Source: an optimization exercise on an open RTL-to-GDS flow (aim: small area and a short achievable clock period). Production flows keep margins and buffers that such runs may drop.
Function not checked in this run: the RTL went through the layout flow alone.

--- flow/run.sh ---
#!/bin/bash
# synth_recipe.tcl (not shown) runs the flow's synth.tcl, then flattens the netlist and writes it again
# the make line also repeats each setting of config.mk as NAME=value (left out here)
make -C /OpenROAD-flow-scripts/flow DESIGN_CONFIG=/design/flow/config.mk WORK_HOME=/design/flow/orfs CLKGATE_MAP_FILE= SYNTH_SCRIPT=/design/flow/synth_recipe.tcl finish
--- flow/config.mk ---
export PLATFORM = sky130hd
export DESIGN_NAME = mult16_top
export DESIGN_NICKNAME = mult16_top
export VERILOG_FILES = /design/flow/design.v
export SDC_FILE = /design/flow/constraint.sdc
export NUM_CORES = 4
export LEC_CHECK = 0
export CAP_MARGIN = 20
export CORE_MARGIN = 2
export CORE_UTILIZATION = 40
export SLEW_MARGIN = 20
--- flow/design.v ---
module mult16_top (
  input         clk,
  input  [15:0] a,
  input  [15:0] b,
  output [31:0] p
);
  reg  [15:0] a_r, b_r;
  reg  [31:0] p_r;
  wire [31:0] o;
  multiplier_16bit u_mul (.a(a_r), .b(b_r), .o(o));
  always @(posedge clk) begin
    a_r <= a;
    b_r <= b;
    p_r <= o;
  end
  assign p = p_r;
endmodule

module ha(input a, b, output sum, cout);
  assign {cout, sum} = a + b;
endmodule
module fa(input a, b, cin, output sum, cout);
  assign {cout, sum} = a + b + cin;
endmodule
module multiplier_16bit(input [15:0] a, b, output [31:0] o);
  wire pp_0_0;
  wire pp_0_1;
  wire pp_0_2;
  wire pp_0_3;
  wire pp_0_4;
  wire pp_0_5;
  wire pp_0_6;
  wire pp_0_7;
  wire pp_0_8;
  wire pp_0_9;
  wire pp_0_10;
  wire pp_0_11;
  wire pp_0_12;
  wire pp_0_13;
  wire pp_0_14;
  wire pp_0_15;
  wire pp_1_0;
  wire pp_1_1;
  wire pp_1_2;
  wire pp_1_3;
  wire pp_1_4;
  wire pp_1_5;
  wire pp_1_6;
  wire pp_1_7;
  wire pp_1_8;
  wire pp_1_9;
  wire pp_1_10;
  wire pp_1_11;
  wire pp_1_12;
  wire pp_1_13;
  wire pp_1_14;
  wire pp_1_15;
  wire pp_2_0;
  wire pp_2_1;
  wire pp_2_2;
  wire pp_2_3;
  wire pp_2_4;
  wire pp_2_5;
  wire pp_2_6;
  wire pp_2_7;
  wire pp_2_8;
  wire pp_2_9;
  wire pp_2_10;
  wire pp_2_11;
  wire pp_2_12;
  wire pp_2_13;
  wire pp_2_14;
  wire pp_2_15;
  wire pp_3_0;
  wire pp_3_1;
  wire pp_3_2;
  wire pp_3_3;
  wire pp_3_4;
  wire pp_3_5;
  wire pp_3_6;
  wire pp_3_7;
  wire pp_3_8;
  wire pp_3_9;
  wire pp_3_10;
  wire pp_3_11;
  wire pp_3_12;
  wire pp_3_13;
  wire pp_3_14;
  wire pp_3_15;
  wire pp_4_0;
  wire pp_4_1;
  wire pp_4_2;
  wire pp_4_3;
  wire pp_4_4;
  wire pp_4_5;
  wire pp_4_6;
  wire pp_4_7;
  wire pp_4_8;
  wire pp_4_9;
  wire pp_4_10;
  wire pp_4_11;
  wire pp_4_12;
  wire pp_4_13;
  wire pp_4_14;
  wire pp_4_15;
  wire pp_5_0;
  wire pp_5_1;
  wire pp_5_2;
  wire pp_5_3;
  wire pp_5_4;
  wire pp_5_5;
  wire pp_5_6;
  wire pp_5_7;
  wire pp_5_8;
  wire pp_5_9;
  wire pp_5_10;
  wire pp_5_11;
  wire pp_5_12;
  wire pp_5_13;
  wire pp_5_14;
  wire pp_5_15;
  wire pp_6_0;
  wire pp_6_1;
  wire pp_6_2;
  wire pp_6_3;
  wire pp_6_4;
  wire pp_6_5;
  wire pp_6_6;
  wire pp_6_7;
  wire pp_6_8;
  wire pp_6_9;
  wire pp_6_10;
  wire pp_6_11;
  wire pp_6_12;
  wire pp_6_13;
  wire pp_6_14;
  wire pp_6_15;
  wire pp_7_0;
  wire pp_7_1;
  wire pp_7_2;
  wire pp_7_3;
  wire pp_7_4;
  wire pp_7_5;
  wire pp_7_6;
  wire pp_7_7;
  wire pp_7_8;
  wire pp_7_9;
  wire pp_7_10;
  wire pp_7_11;
  wire pp_7_12;
  wire pp_7_13;
  wire pp_7_14;
  wire pp_7_15;
  wire pp_8_0;
  wire pp_8_1;
  wire pp_8_2;
  wire pp_8_3;
  wire pp_8_4;
  wire pp_8_5;
  wire pp_8_6;
  wire pp_8_7;
  wire pp_8_8;
  wire pp_8_9;
  wire pp_8_10;
  wire pp_8_11;
  wire pp_8_12;
  wire pp_8_13;
  wire pp_8_14;
  wire pp_8_15;
  wire pp_9_0;
  wire pp_9_1;
  wire pp_9_2;
  wire pp_9_3;
  wire pp_9_4;
  wire pp_9_5;
  wire pp_9_6;
  wire pp_9_7;
  wire pp_9_8;
  wire pp_9_9;
  wire pp_9_10;
  wire pp_9_11;
  wire pp_9_12;
  wire pp_9_13;
  wire pp_9_14;
  wire pp_9_15;
  wire pp_10_0;
  wire pp_10_1;
  wire pp_10_2;
  wire pp_10_3;
  wire pp_10_4;
  wire pp_10_5;
  wire pp_10_6;
  wire pp_10_7;
  wire pp_10_8;
  wire pp_10_9;
  wire pp_10_10;
  wire pp_10_11;
  wire pp_10_12;
  wire pp_10_13;
  wire pp_10_14;
  wire pp_10_15;
  wire pp_11_0;
  wire pp_11_1;
  wire pp_11_2;
  wire pp_11_3;
  wire pp_11_4;
  wire pp_11_5;
  wire pp_11_6;
  wire pp_11_7;
  wire pp_11_8;
  wire pp_11_9;
  wire pp_11_10;
  wire pp_11_11;
  wire pp_11_12;
  wire pp_11_13;
  wire pp_11_14;
  wire pp_11_15;
  wire pp_12_0;
  wire pp_12_1;
  wire pp_12_2;
  wire pp_12_3;
  wire pp_12_4;
  wire pp_12_5;
  wire pp_12_6;
  wire pp_12_7;
  wire pp_12_8;
  wire pp_12_9;
  wire pp_12_10;
  wire pp_12_11;
  wire pp_12_12;
  wire pp_12_13;
  wire pp_12_14;
  wire pp_12_15;
  wire pp_13_0;
  wire pp_13_1;
  wire pp_13_2;
  wire pp_13_3;
  wire pp_13_4;
  wire pp_13_5;
  wire pp_13_6;
  wire pp_13_7;
  wire pp_13_8;
  wire pp_13_9;
  wire pp_13_10;
  wire pp_13_11;
  wire pp_13_12;
  wire pp_13_13;
  wire pp_13_14;
  wire pp_13_15;
  wire pp_14_0;
  wire pp_14_1;
  wire pp_14_2;
  wire pp_14_3;
  wire pp_14_4;
  wire pp_14_5;
  wire pp_14_6;
  wire pp_14_7;
  wire pp_14_8;
  wire pp_14_9;
  wire pp_14_10;
  wire pp_14_11;
  wire pp_14_12;
  wire pp_14_13;
  wire pp_14_14;
  wire pp_14_15;
  wire pp_15_0;
  wire pp_15_1;
  wire pp_15_2;
  wire pp_15_3;
  wire pp_15_4;
  wire pp_15_5;
  wire pp_15_6;
  wire pp_15_7;
  wire pp_15_8;
  wire pp_15_9;
  wire pp_15_10;
  wire pp_15_11;
  wire pp_15_12;
  wire pp_15_13;
  wire pp_15_14;
  wire pp_15_15;
  wire s1;
  wire c2;
  wire s3;
  wire c4;
  wire s5;
  wire c6;
  wire s7;
  wire c8;
  wire s9;
  wire c10;
  wire s11;
  wire c12;
  wire s13;
  wire c14;
  wire s15;
  wire c16;
  wire s17;
  wire c18;
  wire s19;
  wire c20;
  wire s21;
  wire c22;
  wire s23;
  wire c24;
  wire s25;
  wire c26;
  wire s27;
  wire c28;
  wire s29;
  wire c30;
  wire s31;
  wire c32;
  wire s33;
  wire c34;
  wire s35;
  wire c36;
  wire s37;
  wire c38;
  wire s39;
  wire c40;
  wire s41;
  wire c42;
  wire s43;
  wire c44;
  wire s45;
  wire c46;
  wire s47;
  wire c48;
  wire s49;
  wire c50;
  wire s51;
  wire c52;
  wire s53;
  wire c54;
  wire s55;
  wire c56;
  wire s57;
  wire c58;
  wire s59;
  wire c60;
  wire s61;
  wire c62;
  wire s63;
  wire c64;
  wire s65;
  wire c66;
  wire s67;
  wire c68;
  wire s69;
  wire c70;
  wire s71;
  wire c72;
  wire s73;
  wire c74;
  wire s75;
  wire c76;
  wire s77;
  wire c78;
  wire s79;
  wire c80;
  wire s81;
  wire c82;
  wire s83;
  wire c84;
  wire s85;
  wire c86;
  wire s87;
  wire c88;
  wire s89;
  wire c90;
  wire s91;
  wire c92;
  wire s93;
  wire c94;
  wire s95;
  wire c96;
  wire s97;
  wire c98;
  wire s99;
  wire c100;
  wire s101;
  wire c102;
  wire s103;
  wire c104;
  wire s105;
  wire c106;
  wire s107;
  wire c108;
  wire s109;
  wire c110;
  wire s111;
  wire c112;
  wire s113;
  wire c114;
  wire s115;
  wire c116;
  wire s117;
  wire c118;
  wire s119;
  wire c120;
  wire s121;
  wire c122;
  wire s123;
  wire c124;
  wire s125;
  wire c126;
  wire s127;
  wire c128;
  wire s129;
  wire c130;
  wire s131;
  wire c132;
  wire s133;
  wire c134;
  wire s135;
  wire c136;
  wire s137;
  wire c138;
  wire s139;
  wire c140;
  wire s141;
  wire c142;
  wire s143;
  wire c144;
  wire s145;
  wire c146;
  wire s147;
  wire c148;
  wire s149;
  wire c150;
  wire s151;
  wire c152;
  wire s153;
  wire c154;
  wire s155;
  wire c156;
  wire s157;
  wire c158;
  wire s159;
  wire c160;
  wire s161;
  wire c162;
  wire s163;
  wire c164;
  wire s165;
  wire c166;
  wire s167;
  wire c168;
  wire s169;
  wire c170;
  wire s171;
  wire c172;
  wire s173;
  wire c174;
  wire s175;
  wire c176;
  wire s177;
  wire c178;
  wire s179;
  wire c180;
  wire s181;
  wire c182;
  wire s183;
  wire c184;
  wire s185;
  wire c186;
  wire s187;
  wire c188;
  wire s189;
  wire c190;
  wire s191;
  wire c192;
  wire s193;
  wire c194;
  wire s195;
  wire c196;
  wire s197;
  wire c198;
  wire s199;
  wire c200;
  wire s201;
  wire c202;
  wire s203;
  wire c204;
  wire s205;
  wire c206;
  wire s207;
  wire c208;
  wire s209;
  wire c210;
  wire s211;
  wire c212;
  wire s213;
  wire c214;
  wire s215;
  wire c216;
  wire s217;
  wire c218;
  wire s219;
  wire c220;
  wire s221;
  wire c222;
  wire s223;
  wire c224;
  wire s225;
  wire c226;
  wire s227;
  wire c228;
  wire s229;
  wire c230;
  wire s231;
  wire c232;
  wire s233;
  wire c234;
  wire s235;
  wire c236;
  wire s237;
  wire c238;
  wire s239;
  wire c240;
  wire s241;
  wire c242;
  wire s243;
  wire c244;
  wire s245;
  wire c246;
  wire s247;
  wire c248;
  wire s249;
  wire c250;
  wire s251;
  wire c252;
  wire s253;
  wire c254;
  wire s255;
  wire c256;
  wire s257;
  wire c258;
  wire s259;
  wire c260;
  wire s261;
  wire c262;
  wire s263;
  wire c264;
  wire s265;
  wire c266;
  wire s267;
  wire c268;
  wire s269;
  wire c270;
  wire s271;
  wire c272;
  wire s273;
  wire c274;
  wire s275;
  wire c276;
  wire s277;
  wire c278;
  wire s279;
  wire c280;
  wire s281;
  wire c282;
  wire s283;
  wire c284;
  wire s285;
  wire c286;
  wire s287;
  wire c288;
  wire s289;
  wire c290;
  wire s291;
  wire c292;
  wire s293;
  wire c294;
  wire s295;
  wire c296;
  wire s297;
  wire c298;
  wire s299;
  wire c300;
  wire s301;
  wire c302;
  wire s303;
  wire c304;
  wire s305;
  wire c306;
  wire s307;
  wire c308;
  wire s309;
  wire c310;
  wire s311;
  wire c312;
  wire s313;
  wire c314;
  wire s315;
  wire c316;
  wire s317;
  wire c318;
  wire s319;
  wire c320;
  wire s321;
  wire c322;
  wire s323;
  wire c324;
  wire s325;
  wire c326;
  wire s327;
  wire c328;
  wire s329;
  wire c330;
  wire s331;
  wire c332;
  wire s333;
  wire c334;
  wire s335;
  wire c336;
  wire s337;
  wire c338;
  wire s339;
  wire c340;
  wire s341;
  wire c342;
  wire s343;
  wire c344;
  wire s345;
  wire c346;
  wire s347;
  wire c348;
  wire s349;
  wire c350;
  wire s351;
  wire c352;
  wire s353;
  wire c354;
  wire s355;
  wire c356;
  wire s357;
  wire c358;
  wire s359;
  wire c360;
  wire s361;
  wire c362;
  wire s363;
  wire c364;
  wire s365;
  wire c366;
  wire s367;
  wire c368;
  wire s369;
  wire c370;
  wire s371;
  wire c372;
  wire s373;
  wire c374;
  wire s375;
  wire c376;
  wire s377;
  wire c378;
  wire s379;
  wire c380;
  wire s381;
  wire c382;
  wire s383;
  wire c384;
  wire s385;
  wire c386;
  wire s387;
  wire c388;
  wire s389;
  wire c390;
  wire s391;
  wire c392;
  wire s393;
  wire c394;
  wire s395;
  wire c396;
  wire s397;
  wire c398;
  wire s399;
  wire c400;
  wire s401;
  wire c402;
  wire s403;
  wire c404;
  wire s405;
  wire c406;
  wire s407;
  wire c408;
  wire s409;
  wire c410;
  wire s411;
  wire c412;
  wire s413;
  wire c414;
  wire s415;
  wire c416;
  wire s417;
  wire c418;
  wire s419;
  wire c420;
  assign pp_0_0 = a[0] & b[0];
  assign pp_0_1 = a[0] & b[1];
  assign pp_0_2 = a[0] & b[2];
  assign pp_0_3 = a[0] & b[3];
  assign pp_0_4 = a[0] & b[4];
  assign pp_0_5 = a[0] & b[5];
  assign pp_0_6 = a[0] & b[6];
  assign pp_0_7 = a[0] & b[7];
  assign pp_0_8 = a[0] & b[8];
  assign pp_0_9 = a[0] & b[9];
  assign pp_0_10 = a[0] & b[10];
  assign pp_0_11 = a[0] & b[11];
  assign pp_0_12 = a[0] & b[12];
  assign pp_0_13 = a[0] & b[13];
  assign pp_0_14 = a[0] & b[14];
  assign pp_0_15 = a[0] & b[15];
  assign pp_1_0 = a[1] & b[0];
  assign pp_1_1 = a[1] & b[1];
  assign pp_1_2 = a[1] & b[2];
  assign pp_1_3 = a[1] & b[3];
  assign pp_1_4 = a[1] & b[4];
  assign pp_1_5 = a[1] & b[5];
  assign pp_1_6 = a[1] & b[6];
  assign pp_1_7 = a[1] & b[7];
  assign pp_1_8 = a[1] & b[8];
  assign pp_1_9 = a[1] & b[9];
  assign pp_1_10 = a[1] & b[10];
  assign pp_1_11 = a[1] & b[11];
  assign pp_1_12 = a[1] & b[12];
  assign pp_1_13 = a[1] & b[13];
  assign pp_1_14 = a[1] & b[14];
  assign pp_1_15 = a[1] & b[15];
  assign pp_2_0 = a[2] & b[0];
  assign pp_2_1 = a[2] & b[1];
  assign pp_2_2 = a[2] & b[2];
  assign pp_2_3 = a[2] & b[3];
  assign pp_2_4 = a[2] & b[4];
  assign pp_2_5 = a[2] & b[5];
  assign pp_2_6 = a[2] & b[6];
  assign pp_2_7 = a[2] & b[7];
  assign pp_2_8 = a[2] & b[8];
  assign pp_2_9 = a[2] & b[9];
  assign pp_2_10 = a[2] & b[10];
  assign pp_2_11 = a[2] & b[11];
  assign pp_2_12 = a[2] & b[12];
  assign pp_2_13 = a[2] & b[13];
  assign pp_2_14 = a[2] & b[14];
  assign pp_2_15 = a[2] & b[15];
  assign pp_3_0 = a[3] & b[0];
  assign pp_3_1 = a[3] & b[1];
  assign pp_3_2 = a[3] & b[2];
  assign pp_3_3 = a[3] & b[3];
  assign pp_3_4 = a[3] & b[4];
  assign pp_3_5 = a[3] & b[5];
  assign pp_3_6 = a[3] & b[6];
  assign pp_3_7 = a[3] & b[7];
  assign pp_3_8 = a[3] & b[8];
  assign pp_3_9 = a[3] & b[9];
  assign pp_3_10 = a[3] & b[10];
  assign pp_3_11 = a[3] & b[11];
  assign pp_3_12 = a[3] & b[12];
  assign pp_3_13 = a[3] & b[13];
  assign pp_3_14 = a[3] & b[14];
  assign pp_3_15 = a[3] & b[15];
  assign pp_4_0 = a[4] & b[0];
  assign pp_4_1 = a[4] & b[1];
  assign pp_4_2 = a[4] & b[2];
  assign pp_4_3 = a[4] & b[3];
  assign pp_4_4 = a[4] & b[4];
  assign pp_4_5 = a[4] & b[5];
  assign pp_4_6 = a[4] & b[6];
  assign pp_4_7 = a[4] & b[7];
  assign pp_4_8 = a[4] & b[8];
  assign pp_4_9 = a[4] & b[9];
  assign pp_4_10 = a[4] & b[10];
  assign pp_4_11 = a[4] & b[11];
  assign pp_4_12 = a[4] & b[12];
  assign pp_4_13 = a[4] & b[13];
  assign pp_4_14 = a[4] & b[14];
  assign pp_4_15 = a[4] & b[15];
  assign pp_5_0 = a[5] & b[0];
  assign pp_5_1 = a[5] & b[1];
  assign pp_5_2 = a[5] & b[2];
  assign pp_5_3 = a[5] & b[3];
  assign pp_5_4 = a[5] & b[4];
  assign pp_5_5 = a[5] & b[5];
  assign pp_5_6 = a[5] & b[6];
  assign pp_5_7 = a[5] & b[7];
  assign pp_5_8 = a[5] & b[8];
  assign pp_5_9 = a[5] & b[9];
  assign pp_5_10 = a[5] & b[10];
  assign pp_5_11 = a[5] & b[11];
  assign pp_5_12 = a[5] & b[12];
  assign pp_5_13 = a[5] & b[13];
  assign pp_5_14 = a[5] & b[14];
  assign pp_5_15 = a[5] & b[15];
  assign pp_6_0 = a[6] & b[0];
  assign pp_6_1 = a[6] & b[1];
  assign pp_6_2 = a[6] & b[2];
  assign pp_6_3 = a[6] & b[3];
  assign pp_6_4 = a[6] & b[4];
  assign pp_6_5 = a[6] & b[5];
  assign pp_6_6 = a[6] & b[6];
  assign pp_6_7 = a[6] & b[7];
  assign pp_6_8 = a[6] & b[8];
  assign pp_6_9 = a[6] & b[9];
  assign pp_6_10 = a[6] & b[10];
  assign pp_6_11 = a[6] & b[11];
  assign pp_6_12 = a[6] & b[12];
  assign pp_6_13 = a[6] & b[13];
  assign pp_6_14 = a[6] & b[14];
  assign pp_6_15 = a[6] & b[15];
  assign pp_7_0 = a[7] & b[0];
  assign pp_7_1 = a[7] & b[1];
  assign pp_7_2 = a[7] & b[2];
  assign pp_7_3 = a[7] & b[3];
  assign pp_7_4 = a[7] & b[4];
  assign pp_7_5 = a[7] & b[5];
  assign pp_7_6 = a[7] & b[6];
  assign pp_7_7 = a[7] & b[7];
  assign pp_7_8 = a[7] & b[8];
  assign pp_7_9 = a[7] & b[9];
  assign pp_7_10 = a[7] & b[10];
  assign pp_7_11 = a[7] & b[11];
  assign pp_7_12 = a[7] & b[12];
  assign pp_7_13 = a[7] & b[13];
  assign pp_7_14 = a[7] & b[14];
  assign pp_7_15 = a[7] & b[15];
  assign pp_8_0 = a[8] & b[0];
  assign pp_8_1 = a[8] & b[1];
  assign pp_8_2 = a[8] & b[2];
  assign pp_8_3 = a[8] & b[3];
  assign pp_8_4 = a[8] & b[4];
  assign pp_8_5 = a[8] & b[5];
  assign pp_8_6 = a[8] & b[6];
  assign pp_8_7 = a[8] & b[7];
  assign pp_8_8 = a[8] & b[8];
  assign pp_8_9 = a[8] & b[9];
  assign pp_8_10 = a[8] & b[10];
  assign pp_8_11 = a[8] & b[11];
  assign pp_8_12 = a[8] & b[12];
  assign pp_8_13 = a[8] & b[13];
  assign pp_8_14 = a[8] & b[14];
  assign pp_8_15 = a[8] & b[15];
  assign pp_9_0 = a[9] & b[0];
  assign pp_9_1 = a[9] & b[1];
  assign pp_9_2 = a[9] & b[2];
  assign pp_9_3 = a[9] & b[3];
  assign pp_9_4 = a[9] & b[4];
  assign pp_9_5 = a[9] & b[5];
  assign pp_9_6 = a[9] & b[6];
  assign pp_9_7 = a[9] & b[7];
  assign pp_9_8 = a[9] & b[8];
  assign pp_9_9 = a[9] & b[9];
  assign pp_9_10 = a[9] & b[10];
  assign pp_9_11 = a[9] & b[11];
  assign pp_9_12 = a[9] & b[12];
  assign pp_9_13 = a[9] & b[13];
  assign pp_9_14 = a[9] & b[14];
  assign pp_9_15 = a[9] & b[15];
  assign pp_10_0 = a[10] & b[0];
  assign pp_10_1 = a[10] & b[1];
  assign pp_10_2 = a[10] & b[2];
  assign pp_10_3 = a[10] & b[3];
  assign pp_10_4 = a[10] & b[4];
  assign pp_10_5 = a[10] & b[5];
  assign pp_10_6 = a[10] & b[6];
  assign pp_10_7 = a[10] & b[7];
  assign pp_10_8 = a[10] & b[8];
  assign pp_10_9 = a[10] & b[9];
  assign pp_10_10 = a[10] & b[10];
  assign pp_10_11 = a[10] & b[11];
  assign pp_10_12 = a[10] & b[12];
  assign pp_10_13 = a[10] & b[13];
  assign pp_10_14 = a[10] & b[14];
  assign pp_10_15 = a[10] & b[15];
  assign pp_11_0 = a[11] & b[0];
  assign pp_11_1 = a[11] & b[1];
  assign pp_11_2 = a[11] & b[2];
  assign pp_11_3 = a[11] & b[3];
  assign pp_11_4 = a[11] & b[4];
  assign pp_11_5 = a[11] & b[5];
  assign pp_11_6 = a[11] & b[6];
  assign pp_11_7 = a[11] & b[7];
  assign pp_11_8 = a[11] & b[8];
  assign pp_11_9 = a[11] & b[9];
  assign pp_11_10 = a[11] & b[10];
  assign pp_11_11 = a[11] & b[11];
  assign pp_11_12 = a[11] & b[12];
  assign pp_11_13 = a[11] & b[13];
  assign pp_11_14 = a[11] & b[14];
  assign pp_11_15 = a[11] & b[15];
  assign pp_12_0 = a[12] & b[0];
  assign pp_12_1 = a[12] & b[1];
  assign pp_12_2 = a[12] & b[2];
  assign pp_12_3 = a[12] & b[3];
  assign pp_12_4 = a[12] & b[4];
  assign pp_12_5 = a[12] & b[5];
  assign pp_12_6 = a[12] & b[6];
  assign pp_12_7 = a[12] & b[7];
  assign pp_12_8 = a[12] & b[8];
  assign pp_12_9 = a[12] & b[9];
  assign pp_12_10 = a[12] & b[10];
  assign pp_12_11 = a[12] & b[11];
  assign pp_12_12 = a[12] & b[12];
  assign pp_12_13 = a[12] & b[13];
  assign pp_12_14 = a[12] & b[14];
  assign pp_12_15 = a[12] & b[15];
  assign pp_13_0 = a[13] & b[0];
  assign pp_13_1 = a[13] & b[1];
  assign pp_13_2 = a[13] & b[2];
  assign pp_13_3 = a[13] & b[3];
  assign pp_13_4 = a[13] & b[4];
  assign pp_13_5 = a[13] & b[5];
  assign pp_13_6 = a[13] & b[6];
  assign pp_13_7 = a[13] & b[7];
  assign pp_13_8 = a[13] & b[8];
  assign pp_13_9 = a[13] & b[9];
  assign pp_13_10 = a[13] & b[10];
  assign pp_13_11 = a[13] & b[11];
  assign pp_13_12 = a[13] & b[12];
  assign pp_13_13 = a[13] & b[13];
  assign pp_13_14 = a[13] & b[14];
  assign pp_13_15 = a[13] & b[15];
  assign pp_14_0 = a[14] & b[0];
  assign pp_14_1 = a[14] & b[1];
  assign pp_14_2 = a[14] & b[2];
  assign pp_14_3 = a[14] & b[3];
  assign pp_14_4 = a[14] & b[4];
  assign pp_14_5 = a[14] & b[5];
  assign pp_14_6 = a[14] & b[6];
  assign pp_14_7 = a[14] & b[7];
  assign pp_14_8 = a[14] & b[8];
  assign pp_14_9 = a[14] & b[9];
  assign pp_14_10 = a[14] & b[10];
  assign pp_14_11 = a[14] & b[11];
  assign pp_14_12 = a[14] & b[12];
  assign pp_14_13 = a[14] & b[13];
  assign pp_14_14 = a[14] & b[14];
  assign pp_14_15 = a[14] & b[15];
  assign pp_15_0 = a[15] & b[0];
  assign pp_15_1 = a[15] & b[1];
  assign pp_15_2 = a[15] & b[2];
  assign pp_15_3 = a[15] & b[3];
  assign pp_15_4 = a[15] & b[4];
  assign pp_15_5 = a[15] & b[5];
  assign pp_15_6 = a[15] & b[6];
  assign pp_15_7 = a[15] & b[7];
  assign pp_15_8 = a[15] & b[8];
  assign pp_15_9 = a[15] & b[9];
  assign pp_15_10 = a[15] & b[10];
  assign pp_15_11 = a[15] & b[11];
  assign pp_15_12 = a[15] & b[12];
  assign pp_15_13 = a[15] & b[13];
  assign pp_15_14 = a[15] & b[14];
  assign pp_15_15 = a[15] & b[15];
  ha u_ha1 (.a(pp_0_13), .b(pp_10_3), .sum(s1), .cout(c2));
  fa u_fa1 (.a(pp_0_14), .b(pp_10_4), .cin(pp_11_3), .sum(s3), .cout(c4));
  ha u_ha2 (.a(pp_12_2), .b(pp_13_1), .sum(s5), .cout(c6));
  fa u_fa2 (.a(pp_0_15), .b(pp_10_5), .cin(pp_11_4), .sum(s7), .cout(c8));
  fa u_fa3 (.a(pp_12_3), .b(pp_13_2), .cin(pp_14_1), .sum(s9), .cout(c10));
  ha u_ha3 (.a(pp_15_0), .b(pp_1_14), .sum(s11), .cout(c12));
  fa u_fa4 (.a(pp_10_6), .b(pp_11_5), .cin(pp_12_4), .sum(s13), .cout(c14));
  fa u_fa5 (.a(pp_13_3), .b(pp_14_2), .cin(pp_15_1), .sum(s15), .cout(c16));
  ha u_ha4 (.a(pp_1_15), .b(pp_2_14), .sum(s17), .cout(c18));
  fa u_fa6 (.a(pp_10_7), .b(pp_11_6), .cin(pp_12_5), .sum(s19), .cout(c20));
  fa u_fa7 (.a(pp_13_4), .b(pp_14_3), .cin(pp_15_2), .sum(s21), .cout(c22));
  fa u_fa8 (.a(pp_10_8), .b(pp_11_7), .cin(pp_12_6), .sum(s23), .cout(c24));
  ha u_ha5 (.a(pp_0_9), .b(pp_1_8), .sum(s25), .cout(c26));
  fa u_fa9 (.a(pp_0_10), .b(pp_10_0), .cin(pp_1_9), .sum(s27), .cout(c28));
  ha u_ha6 (.a(pp_2_8), .b(pp_3_7), .sum(s29), .cout(c30));
  fa u_fa10 (.a(pp_0_11), .b(pp_10_1), .cin(pp_11_0), .sum(s31), .cout(c32));
  fa u_fa11 (.a(pp_1_10), .b(pp_2_9), .cin(pp_3_8), .sum(s33), .cout(c34));
  ha u_ha7 (.a(pp_4_7), .b(pp_5_6), .sum(s35), .cout(c36));
  fa u_fa12 (.a(pp_0_12), .b(pp_10_2), .cin(pp_11_1), .sum(s37), .cout(c38));
  fa u_fa13 (.a(pp_12_0), .b(pp_1_11), .cin(pp_2_10), .sum(s39), .cout(c40));
  fa u_fa14 (.a(pp_3_9), .b(pp_4_8), .cin(pp_5_7), .sum(s41), .cout(c42));
  ha u_ha8 (.a(pp_6_6), .b(pp_7_5), .sum(s43), .cout(c44));
  fa u_fa15 (.a(pp_11_2), .b(pp_12_1), .cin(pp_13_0), .sum(s45), .cout(c46));
  fa u_fa16 (.a(pp_1_12), .b(pp_2_11), .cin(pp_3_10), .sum(s47), .cout(c48));
  fa u_fa17 (.a(pp_4_9), .b(pp_5_8), .cin(pp_6_7), .sum(s49), .cout(c50));
  fa u_fa18 (.a(pp_7_6), .b(pp_8_5), .cin(pp_9_4), .sum(s51), .cout(c52));
  fa u_fa19 (.a(pp_14_0), .b(pp_1_13), .cin(pp_2_12), .sum(s53), .cout(c54));
  fa u_fa20 (.a(pp_3_11), .b(pp_4_10), .cin(pp_5_9), .sum(s55), .cout(c56));
  fa u_fa21 (.a(pp_6_8), .b(pp_7_7), .cin(pp_8_6), .sum(s57), .cout(c58));
  fa u_fa22 (.a(pp_9_5), .b(c2), .cin(s5), .sum(s59), .cout(c60));
  fa u_fa23 (.a(pp_2_13), .b(pp_3_12), .cin(pp_4_11), .sum(s61), .cout(c62));
  fa u_fa24 (.a(pp_5_10), .b(pp_6_9), .cin(pp_7_8), .sum(s63), .cout(c64));
  fa u_fa25 (.a(pp_8_7), .b(pp_9_6), .cin(c6), .sum(s65), .cout(c66));
  fa u_fa26 (.a(s11), .b(c4), .cin(s7), .sum(s67), .cout(c68));
  fa u_fa27 (.a(pp_3_13), .b(pp_4_12), .cin(pp_5_11), .sum(s69), .cout(c70));
  fa u_fa28 (.a(pp_6_10), .b(pp_7_9), .cin(pp_8_8), .sum(s71), .cout(c72));
  fa u_fa29 (.a(pp_9_7), .b(c12), .cin(s17), .sum(s73), .cout(c74));
  fa u_fa30 (.a(c10), .b(c8), .cin(s13), .sum(s75), .cout(c76));
  fa u_fa31 (.a(pp_2_15), .b(pp_3_14), .cin(pp_4_13), .sum(s77), .cout(c78));
  fa u_fa32 (.a(pp_5_12), .b(pp_6_11), .cin(pp_7_10), .sum(s79), .cout(c80));
  fa u_fa33 (.a(pp_8_9), .b(pp_9_8), .cin(c18), .sum(s81), .cout(c82));
  fa u_fa34 (.a(c14), .b(c16), .cin(s19), .sum(s83), .cout(c84));
  fa u_fa35 (.a(pp_13_5), .b(pp_14_4), .cin(pp_15_3), .sum(s85), .cout(c86));
  fa u_fa36 (.a(pp_3_15), .b(pp_4_14), .cin(pp_5_13), .sum(s87), .cout(c88));
  fa u_fa37 (.a(pp_6_12), .b(pp_7_11), .cin(pp_8_10), .sum(s89), .cout(c90));
  fa u_fa38 (.a(pp_9_9), .b(c20), .cin(c22), .sum(s91), .cout(c92));
  fa u_fa39 (.a(pp_10_9), .b(pp_11_8), .cin(pp_12_7), .sum(s93), .cout(c94));
  fa u_fa40 (.a(pp_13_6), .b(pp_14_5), .cin(pp_15_4), .sum(s95), .cout(c96));
  fa u_fa41 (.a(pp_4_15), .b(pp_5_14), .cin(pp_6_13), .sum(s97), .cout(c98));
  fa u_fa42 (.a(pp_7_12), .b(pp_8_11), .cin(pp_9_10), .sum(s99), .cout(c100));
  fa u_fa43 (.a(pp_10_10), .b(pp_11_9), .cin(pp_12_8), .sum(s101), .cout(c102));
  fa u_fa44 (.a(pp_13_7), .b(pp_14_6), .cin(pp_15_5), .sum(s103), .cout(c104));
  fa u_fa45 (.a(pp_5_15), .b(pp_6_14), .cin(pp_7_13), .sum(s105), .cout(c106));
  fa u_fa46 (.a(pp_10_11), .b(pp_11_10), .cin(pp_12_9), .sum(s107), .cout(c108));
  fa u_fa47 (.a(pp_13_8), .b(pp_14_7), .cin(pp_15_6), .sum(s109), .cout(c110));
  fa u_fa48 (.a(pp_10_12), .b(pp_11_11), .cin(pp_12_10), .sum(s111), .cout(c112));
  ha u_ha9 (.a(pp_0_6), .b(pp_1_5), .sum(s113), .cout(c114));
  fa u_fa49 (.a(pp_0_7), .b(pp_1_6), .cin(pp_2_5), .sum(s115), .cout(c116));
  ha u_ha10 (.a(pp_3_4), .b(pp_4_3), .sum(s117), .cout(c118));
  fa u_fa50 (.a(pp_0_8), .b(pp_1_7), .cin(pp_2_6), .sum(s119), .cout(c120));
  fa u_fa51 (.a(pp_3_5), .b(pp_4_4), .cin(pp_5_3), .sum(s121), .cout(c122));
  ha u_ha11 (.a(pp_6_2), .b(pp_7_1), .sum(s123), .cout(c124));
  fa u_fa52 (.a(pp_2_7), .b(pp_3_6), .cin(pp_4_5), .sum(s125), .cout(c126));
  fa u_fa53 (.a(pp_5_4), .b(pp_6_3), .cin(pp_7_2), .sum(s127), .cout(c128));
  fa u_fa54 (.a(pp_8_1), .b(pp_9_0), .cin(s25), .sum(s129), .cout(c130));
  fa u_fa55 (.a(pp_4_6), .b(pp_5_5), .cin(pp_6_4), .sum(s131), .cout(c132));
  fa u_fa56 (.a(pp_7_3), .b(pp_8_2), .cin(pp_9_1), .sum(s133), .cout(c134));
  fa u_fa57 (.a(c26), .b(s29), .cin(s27), .sum(s135), .cout(c136));
  fa u_fa58 (.a(pp_6_5), .b(pp_7_4), .cin(pp_8_3), .sum(s137), .cout(c138));
  fa u_fa59 (.a(pp_9_2), .b(c30), .cin(s35), .sum(s139), .cout(c140));
  fa u_fa60 (.a(c28), .b(s31), .cin(s33), .sum(s141), .cout(c142));
  fa u_fa61 (.a(pp_8_4), .b(pp_9_3), .cin(c36), .sum(s143), .cout(c144));
  fa u_fa62 (.a(s43), .b(c32), .cin(c34), .sum(s145), .cout(c146));
  fa u_fa63 (.a(s37), .b(s39), .cin(s41), .sum(s147), .cout(c148));
  fa u_fa64 (.a(c44), .b(s1), .cin(c38), .sum(s149), .cout(c150));
  fa u_fa65 (.a(c40), .b(c42), .cin(s45), .sum(s151), .cout(c152));
  fa u_fa66 (.a(s47), .b(s49), .cin(s51), .sum(s153), .cout(c154));
  fa u_fa67 (.a(c46), .b(c48), .cin(c50), .sum(s155), .cout(c156));
  fa u_fa68 (.a(c52), .b(s3), .cin(s53), .sum(s157), .cout(c158));
  fa u_fa69 (.a(s55), .b(s57), .cin(s59), .sum(s159), .cout(c160));
  fa u_fa70 (.a(c54), .b(c56), .cin(c58), .sum(s161), .cout(c162));
  fa u_fa71 (.a(s61), .b(s63), .cin(s9), .sum(s163), .cout(c164));
  fa u_fa72 (.a(s65), .b(c60), .cin(s67), .sum(s165), .cout(c166));
  fa u_fa73 (.a(c62), .b(c64), .cin(s15), .sum(s167), .cout(c168));
  fa u_fa74 (.a(s69), .b(s71), .cin(c66), .sum(s169), .cout(c170));
  fa u_fa75 (.a(s73), .b(c68), .cin(s75), .sum(s171), .cout(c172));
  fa u_fa76 (.a(c70), .b(c72), .cin(s21), .sum(s173), .cout(c174));
  fa u_fa77 (.a(s77), .b(s79), .cin(s81), .sum(s175), .cout(c176));
  fa u_fa78 (.a(c74), .b(c76), .cin(s83), .sum(s177), .cout(c178));
  fa u_fa79 (.a(c78), .b(c80), .cin(s23), .sum(s179), .cout(c180));
  fa u_fa80 (.a(s85), .b(s87), .cin(s89), .sum(s181), .cout(c182));
  fa u_fa81 (.a(c82), .b(c84), .cin(s91), .sum(s183), .cout(c184));
  fa u_fa82 (.a(c24), .b(c86), .cin(c88), .sum(s185), .cout(c186));
  fa u_fa83 (.a(c90), .b(s93), .cin(s95), .sum(s187), .cout(c188));
  fa u_fa84 (.a(s97), .b(s99), .cin(c92), .sum(s189), .cout(c190));
  fa u_fa85 (.a(pp_8_12), .b(pp_9_11), .cin(c100), .sum(s191), .cout(c192));
  fa u_fa86 (.a(c94), .b(c96), .cin(c98), .sum(s193), .cout(c194));
  fa u_fa87 (.a(s101), .b(s103), .cin(s105), .sum(s195), .cout(c196));
  fa u_fa88 (.a(pp_6_15), .b(pp_7_14), .cin(pp_8_13), .sum(s197), .cout(c198));
  fa u_fa89 (.a(pp_9_12), .b(c102), .cin(c104), .sum(s199), .cout(c200));
  fa u_fa90 (.a(c106), .b(s107), .cin(s109), .sum(s201), .cout(c202));
  fa u_fa91 (.a(pp_13_9), .b(pp_14_8), .cin(pp_15_7), .sum(s203), .cout(c204));
  fa u_fa92 (.a(pp_7_15), .b(pp_8_14), .cin(pp_9_13), .sum(s205), .cout(c206));
  fa u_fa93 (.a(c108), .b(c110), .cin(s111), .sum(s207), .cout(c208));
  fa u_fa94 (.a(pp_10_13), .b(pp_11_12), .cin(pp_12_11), .sum(s209), .cout(c210));
  fa u_fa95 (.a(pp_13_10), .b(pp_14_9), .cin(pp_15_8), .sum(s211), .cout(c212));
  fa u_fa96 (.a(pp_8_15), .b(pp_9_14), .cin(c112), .sum(s213), .cout(c214));
  fa u_fa97 (.a(pp_10_14), .b(pp_11_13), .cin(pp_12_12), .sum(s215), .cout(c216));
  fa u_fa98 (.a(pp_13_11), .b(pp_14_10), .cin(pp_15_9), .sum(s217), .cout(c218));
  fa u_fa99 (.a(pp_10_15), .b(pp_11_14), .cin(pp_12_13), .sum(s219), .cout(c220));
  ha u_ha12 (.a(pp_0_4), .b(pp_1_3), .sum(s221), .cout(c222));
  fa u_fa100 (.a(pp_0_5), .b(pp_1_4), .cin(pp_2_3), .sum(s223), .cout(c224));
  ha u_ha13 (.a(pp_3_2), .b(pp_4_1), .sum(s225), .cout(c226));
  fa u_fa101 (.a(pp_2_4), .b(pp_3_3), .cin(pp_4_2), .sum(s227), .cout(c228));
  fa u_fa102 (.a(pp_5_1), .b(pp_6_0), .cin(s113), .sum(s229), .cout(c230));
  fa u_fa103 (.a(pp_5_2), .b(pp_6_1), .cin(pp_7_0), .sum(s231), .cout(c232));
  fa u_fa104 (.a(c114), .b(s117), .cin(s115), .sum(s233), .cout(c234));
  fa u_fa105 (.a(pp_8_0), .b(c118), .cin(s123), .sum(s235), .cout(c236));
  fa u_fa106 (.a(c116), .b(s119), .cin(s121), .sum(s237), .cout(c238));
  fa u_fa107 (.a(c124), .b(c120), .cin(c122), .sum(s239), .cout(c240));
  fa u_fa108 (.a(s125), .b(s127), .cin(s129), .sum(s241), .cout(c242));
  fa u_fa109 (.a(c126), .b(c128), .cin(s131), .sum(s243), .cout(c244));
  fa u_fa110 (.a(s133), .b(c130), .cin(s135), .sum(s245), .cout(c246));
  fa u_fa111 (.a(c132), .b(c134), .cin(s137), .sum(s247), .cout(c248));
  fa u_fa112 (.a(s139), .b(c136), .cin(s141), .sum(s249), .cout(c250));
  fa u_fa113 (.a(c138), .b(s143), .cin(c140), .sum(s251), .cout(c252));
  fa u_fa114 (.a(c142), .b(s145), .cin(s147), .sum(s253), .cout(c254));
  fa u_fa115 (.a(c144), .b(s149), .cin(c146), .sum(s255), .cout(c256));
  fa u_fa116 (.a(c148), .b(s151), .cin(s153), .sum(s257), .cout(c258));
  fa u_fa117 (.a(c150), .b(c152), .cin(c154), .sum(s259), .cout(c260));
  fa u_fa118 (.a(s155), .b(s157), .cin(s159), .sum(s261), .cout(c262));
  fa u_fa119 (.a(c156), .b(c158), .cin(s161), .sum(s263), .cout(c264));
  fa u_fa120 (.a(s163), .b(c160), .cin(s165), .sum(s265), .cout(c266));
  fa u_fa121 (.a(c162), .b(c164), .cin(s167), .sum(s267), .cout(c268));
  fa u_fa122 (.a(s169), .b(c166), .cin(s171), .sum(s269), .cout(c270));
  fa u_fa123 (.a(c168), .b(s173), .cin(c170), .sum(s271), .cout(c272));
  fa u_fa124 (.a(s175), .b(c172), .cin(s177), .sum(s273), .cout(c274));
  fa u_fa125 (.a(c174), .b(s179), .cin(s181), .sum(s275), .cout(c276));
  fa u_fa126 (.a(c176), .b(c178), .cin(s183), .sum(s277), .cout(c278));
  fa u_fa127 (.a(c180), .b(c182), .cin(s185), .sum(s279), .cout(c280));
  fa u_fa128 (.a(s187), .b(s189), .cin(c184), .sum(s281), .cout(c282));
  fa u_fa129 (.a(s191), .b(c186), .cin(c188), .sum(s283), .cout(c284));
  fa u_fa130 (.a(s193), .b(s195), .cin(c190), .sum(s285), .cout(c286));
  fa u_fa131 (.a(s197), .b(c192), .cin(c194), .sum(s287), .cout(c288));
  fa u_fa132 (.a(c196), .b(s199), .cin(s201), .sum(s289), .cout(c290));
  fa u_fa133 (.a(c198), .b(s203), .cin(s205), .sum(s291), .cout(c292));
  fa u_fa134 (.a(c200), .b(c202), .cin(s207), .sum(s293), .cout(c294));
  fa u_fa135 (.a(c204), .b(c206), .cin(s209), .sum(s295), .cout(c296));
  fa u_fa136 (.a(s211), .b(s213), .cin(c208), .sum(s297), .cout(c298));
  fa u_fa137 (.a(pp_9_15), .b(c210), .cin(c212), .sum(s299), .cout(c300));
  fa u_fa138 (.a(s215), .b(s217), .cin(c214), .sum(s301), .cout(c302));
  fa u_fa139 (.a(pp_13_12), .b(pp_14_11), .cin(pp_15_10), .sum(s303), .cout(c304));
  fa u_fa140 (.a(c216), .b(c218), .cin(s219), .sum(s305), .cout(c306));
  fa u_fa141 (.a(pp_11_15), .b(pp_12_14), .cin(pp_13_13), .sum(s307), .cout(c308));
  fa u_fa142 (.a(pp_14_12), .b(pp_15_11), .cin(c220), .sum(s309), .cout(c310));
  fa u_fa143 (.a(pp_12_15), .b(pp_13_14), .cin(pp_14_13), .sum(s311), .cout(c312));
  ha u_ha14 (.a(pp_0_3), .b(pp_1_2), .sum(s313), .cout(c314));
  fa u_fa144 (.a(pp_2_2), .b(pp_3_1), .cin(pp_4_0), .sum(s315), .cout(c316));
  fa u_fa145 (.a(pp_5_0), .b(c222), .cin(s225), .sum(s317), .cout(c318));
  fa u_fa146 (.a(c226), .b(c224), .cin(s227), .sum(s319), .cout(c320));
  fa u_fa147 (.a(c228), .b(s231), .cin(c230), .sum(s321), .cout(c322));
  fa u_fa148 (.a(c232), .b(s235), .cin(c234), .sum(s323), .cout(c324));
  fa u_fa149 (.a(c236), .b(c238), .cin(s239), .sum(s325), .cout(c326));
  fa u_fa150 (.a(c240), .b(s243), .cin(c242), .sum(s327), .cout(c328));
  fa u_fa151 (.a(c244), .b(s247), .cin(c246), .sum(s329), .cout(c330));
  fa u_fa152 (.a(c248), .b(s251), .cin(c250), .sum(s331), .cout(c332));
  fa u_fa153 (.a(c252), .b(s255), .cin(c254), .sum(s333), .cout(c334));
  fa u_fa154 (.a(c256), .b(c258), .cin(s259), .sum(s335), .cout(c336));
  fa u_fa155 (.a(c260), .b(s263), .cin(c262), .sum(s337), .cout(c338));
  fa u_fa156 (.a(c264), .b(s267), .cin(c266), .sum(s339), .cout(c340));
  fa u_fa157 (.a(c268), .b(s271), .cin(c270), .sum(s341), .cout(c342));
  fa u_fa158 (.a(c272), .b(s275), .cin(c274), .sum(s343), .cout(c344));
  fa u_fa159 (.a(c276), .b(s279), .cin(c278), .sum(s345), .cout(c346));
  fa u_fa160 (.a(c280), .b(s283), .cin(s285), .sum(s347), .cout(c348));
  fa u_fa161 (.a(s287), .b(c284), .cin(s289), .sum(s349), .cout(c350));
  fa u_fa162 (.a(s291), .b(c288), .cin(c290), .sum(s351), .cout(c352));
  fa u_fa163 (.a(c292), .b(s295), .cin(s297), .sum(s353), .cout(c354));
  fa u_fa164 (.a(c296), .b(s299), .cin(s301), .sum(s355), .cout(c356));
  fa u_fa165 (.a(s303), .b(c300), .cin(s305), .sum(s357), .cout(c358));
  fa u_fa166 (.a(c304), .b(s307), .cin(s309), .sum(s359), .cout(c360));
  fa u_fa167 (.a(pp_15_12), .b(c308), .cin(s311), .sum(s361), .cout(c362));
  fa u_fa168 (.a(pp_13_15), .b(pp_14_14), .cin(pp_15_13), .sum(s363), .cout(c364));
  ha u_ha15 (.a(pp_0_2), .b(pp_1_1), .sum(s365), .cout(c366));
  fa u_fa169 (.a(pp_2_1), .b(pp_3_0), .cin(s313), .sum(s367), .cout(c368));
  fa u_fa170 (.a(c314), .b(s221), .cin(s315), .sum(s369), .cout(c370));
  fa u_fa171 (.a(c316), .b(s223), .cin(s317), .sum(s371), .cout(c372));
  fa u_fa172 (.a(c318), .b(s229), .cin(s319), .sum(s373), .cout(c374));
  fa u_fa173 (.a(c320), .b(s233), .cin(s321), .sum(s375), .cout(c376));
  fa u_fa174 (.a(s237), .b(c322), .cin(s323), .sum(s377), .cout(c378));
  fa u_fa175 (.a(s241), .b(c324), .cin(s325), .sum(s379), .cout(c380));
  fa u_fa176 (.a(s245), .b(c326), .cin(s327), .sum(s381), .cout(c382));
  fa u_fa177 (.a(s249), .b(c328), .cin(s329), .sum(s383), .cout(c384));
  fa u_fa178 (.a(s253), .b(c330), .cin(s331), .sum(s385), .cout(c386));
  fa u_fa179 (.a(s257), .b(c332), .cin(s333), .sum(s387), .cout(c388));
  fa u_fa180 (.a(s261), .b(c334), .cin(s335), .sum(s389), .cout(c390));
  fa u_fa181 (.a(s265), .b(c336), .cin(s337), .sum(s391), .cout(c392));
  fa u_fa182 (.a(s269), .b(c338), .cin(s339), .sum(s393), .cout(c394));
  fa u_fa183 (.a(s273), .b(c340), .cin(s341), .sum(s395), .cout(c396));
  fa u_fa184 (.a(s277), .b(c342), .cin(s343), .sum(s397), .cout(c398));
  fa u_fa185 (.a(s281), .b(c344), .cin(s345), .sum(s399), .cout(c400));
  fa u_fa186 (.a(c282), .b(s347), .cin(c346), .sum(s401), .cout(c402));
  fa u_fa187 (.a(c286), .b(s349), .cin(c348), .sum(s403), .cout(c404));
  fa u_fa188 (.a(s293), .b(c350), .cin(s351), .sum(s405), .cout(c406));
  fa u_fa189 (.a(c294), .b(c352), .cin(s353), .sum(s407), .cout(c408));
  fa u_fa190 (.a(c298), .b(s355), .cin(c354), .sum(s409), .cout(c410));
  fa u_fa191 (.a(c302), .b(s357), .cin(c356), .sum(s411), .cout(c412));
  fa u_fa192 (.a(c306), .b(s359), .cin(c358), .sum(s413), .cout(c414));
  fa u_fa193 (.a(c310), .b(s361), .cin(c360), .sum(s415), .cout(c416));
  fa u_fa194 (.a(c312), .b(s363), .cin(c362), .sum(s417), .cout(c418));
  fa u_fa195 (.a(pp_14_15), .b(pp_15_14), .cin(c364), .sum(s419), .cout(c420));
  assign o[0] = pp_0_0;
  wire [30:0] fx = {1'b0, pp_15_15, s419, s417, s415, s413, s411, s409, c406, s405, s403, s401, c398, c396, c394, c392, c390, c388, c386, c384, c382, c380, c378, c376, c374, c372, c370, c368, c366, pp_2_0, pp_0_1};
  wire [30:0] fy = {1'b0, c420, c418, c416, c414, c412, c410, c408, s407, c404, c402, c400, s399, s397, s395, s393, s391, s389, s387, s385, s383, s381, s379, s377, s375, s373, s371, s369, s367, s365, pp_1_0};
  assign o[31:1] = fx + fy;
endmodule
--- flow/constraint.sdc ---
create_clock -name core_clock -period 15.0 [get_ports {clk}]
set_input_delay 3.0000 -clock core_clock [delete_from_list [all_inputs] [get_ports {clk}]]
set_output_delay 3.0000 -clock core_clock [all_outputs]
set_load 0.01 [all_outputs]
==> flow_summary.ini <==
[drt]
via_per_inst = 5.03
first_pass_iters = 4
met2WireLength_um = 11100
met1_length_um = 9270
drc = 0
vias = 6439
top_layer = met4
wl_per_cell_um = 17.6
wl_um = 22500
drtIter0Drc = 280
postRouteAntennaNets = 0
dr_wl_met3_um = 1300

[worst_setup_path]
critPathArrivalTime_ns = 6.17
path_cells = and2_1 > fa_1 > inv_1 > fa_1 > fa_1 > fa_1 > fa_1 > fa_1 > inv_1 > ha_1 > a21oi_1 > o21ai_0 > a221oi_2 > o31ai_2 > and3_4 > a221oi_4 > o221ai_1
crit_top_cell = fa_1
slowest_stage = dfxtp_1
startpoint_type = flop
worstPathBufferInverterCount = 2
worst-path-max-fanout = 16
endpoint_kind = flop
critPathKind = flop to flop
worst_ep_required_time_ns = 15.22
cp_top_family = adder cells
critPathMaxStageDelay_ns = 0.73

[floorplanning]
design.die.area_um2 = 23900
initial_utilization_pct = 40.5
rows = 55
die_x_um = 155
io_pins = 65
die_h_um = 155
core-area_um2 = 22400

[placed_design]
io_buffers = 64
place_area_um2 = 9950
dp_hpwl_um = 17100
place_congestion = 0.845

[synthesis]
syn_inst = 949
ys_types = 49
synth-async-reset-ratio_pct = 0
syn_avg_cell_area_um2 = 9.57
seq_area_frac_synth_pct = 14.1
syn_area_um2 = 9080
synth-main-ff-cell = dfxtp_1
synth-edff-count = 0
yosysWarnings = 1
synth_seq_cells = 64
syn-num-nets = 1223

[clock_tree]
cts.sinks = 64
clk_pin_slew_worst_paths_ns = 0.06
clockBufferDepth = 2
clockRootBuffer = clkbuf_16
cts.repair.resized = 0
insertion_delay_ns = 0.36
holdBufCountCts = 0
cts_tree = yes
htree_num_levels = 3
post_cts_buffers = 0
cts-buffers-inserted = 9

[cells_and_area]
nNetsFinal = 1263
drive_above_1_share_pct = 3.32
final_cell_mix = fa_1, inv_1, and2_1
post-route-cell-area_um2 = 10300
syn2layout_area_growth_pct = 13.0
final_common_cell = fa_1
fill_cells = 2146
antennaDiodeCount = 0

[timing]
finClkSkew_ns = 0.0155
rsz0062_at_grt = false
finalHoldViolations = 0
worstMarginPinSlew_ns = 0.817
tns_ns = 0
min_period_ns = 5.95
maxSlewHeadroom_pct = 45.5
slew_violations = 0
min_period_over_period_pct = 39.6
setup_violations = 0
fmax_mhz = 168

[global_route]
grt.overflow.total = 0
grt_pass1_wl_um = 37200
grt_pass1_vias = 7109
grt_max_degree = 17
gr-usage-all-layers_pct = 20.5
antenna_found_initial = 0

[flow_run]
maxCapViolCount = 0

[outcome]
status = no timing/DRC/antenna violations

[hold_path]
hold_class = flop to flop
area by class of cell:
| type | instances | area (um2) | area share (%) |
|---|---|---|---|
| Multi-Input combinational cell | 680 | 7020 | 68.5 |
| Sequential cell | 64 | 1280 | 12.5 |
| Timing Repair Buffer | 67 | 663 | 6.47 |
| Tap cell | 285 | 357 | 3.48 |
| Inverter | 167 | 627 | 6.11 |
| Clock inverter | 6 | 67.6 | 0.659 |
| Clock buffer | 10 | 239 | 2.33 |
sequential cells by signal, indices dropped and copies added, names as in the netlist:
name,cells
p_r,32
b_r,16
a_r,16
metrics by stage:
| stage | setup WS [ns] | cells | hold slack, ns | util, % |
|---|---|---|---|---|
| global route | 8.67 | 1279 | 0.825 | 45.7 |
| detailed placement | 9.04 | 1263 | 0.773 | 44.4 |
| floorplan | 9.63 | 949 | 0.495 | - |
| finish | 9.05 | 1279 | 0.781 | 45.7 |
| CTS | 9.03 | 1279 | 0.790 | 45.7 |
| global placement | 9.09 | 1263 | 0.730 | 44.4 |
cell families after synthesis:
family | count (synthesis) | synth area share, %
buffers and inverters | 205 | 8.53
XOR/XNOR | 24 | 2.32
multiplexers | 1 | 0.110
AND/OR/NAND/NOR | 327 | 19.0
flip-flops | 64 | 14.1
AO/OA/AOI/OAI | 87 | 6.53
adder cells (fa/ha/maj) | 241 | 49.4
worst reg2reg max path: cells and delay by family (launching register included):
family,cells,cell delay [ns]
fa+ha+maj,7,3.32
compound gates,6,1.16
flops,1,0.73
simple gates,2,0.48
buf+inv,2,0.13
per-layer routing:
layer	global-route usage, %	vias up
met4	9.35	0
met5	0	-
li1	-	2937
met2	35.2	182
met3	4.34	48
met1	24.9	3272
cell usage after synthesis (2+ instances only):
master,instances,area share [%]
fa_1,196,43
inv_1,167,6.9
and2_1,162,11
nand2_1,115,4.8
dfxtp_1,64,14
ha_1,45,6.2
clkbuf_1,34,1.4
a21oi_1,29,1.6
nor2_1,17,0.70
xnor2_1,15,1.4
o21ai_0,13,0.72
a21o_1,10,0.83
nand4_1,9,0.62
xor2_1,9,0.87
nand3_1,6,0.33
o21a_1,5,0.41
a21oi_2,4,0.39
buf_2,4,0.22
nor3_1,4,0.22
o21ai_1,4,0.22
o21bai_1,3,0.25
o221ai_1,3,0.29
a211oi_1,2,0.17
and3_1,2,0.14
nor2_2,2,0.14
nor2b_1,2,0.14
path summary, 6_finish.rpt:
check,start,end,slack [ns],cells past startpoint
worst min register to register,a_r[0]$_DFF_P_,p_r[0]$_DFF_P_,0.78,1
worst max-delay path,b_r[7]$_DFF_P_,p_r[31]$_DFF_P_,9.05,17
worst max register to register,b_r[7]$_DFF_P_,p_r[31]$_DFF_P_,9.05,17
worst min-delay path,a_r[0]$_DFF_P_,p_r[0]$_DFF_P_,0.78,1

re-timing with driven ports:
In the flow no input, the clock included, has a driving cell. The finished layout below was timed again as built, in two steps. Step 1, drivers: a clkbuf_16 drives clk and a buf_2 each remaining input, both assumed. Step 2 times the ports against the registers' clock, not the clock port: input delays grow and output delays shrink by t, the midpoint of the rising clock arrivals with the driver on. a / b / c = no drivers / after step 1 / after step 2; a / b = the first two.
shift t [ns]: 0.402
setup slack, ns: 9.055 / 9.055 / 9.055
worst setup path at the end: register to register
latest minus earliest clock arrival (ns): 0.015 / 0.015
slew at the worst register clock pin (ns): 0.07 / 0.07
After both steps this run still meets setup and hold. The setup slack of this run moves by 0.000 ns with the drivers and by 0.000 ns with both steps.
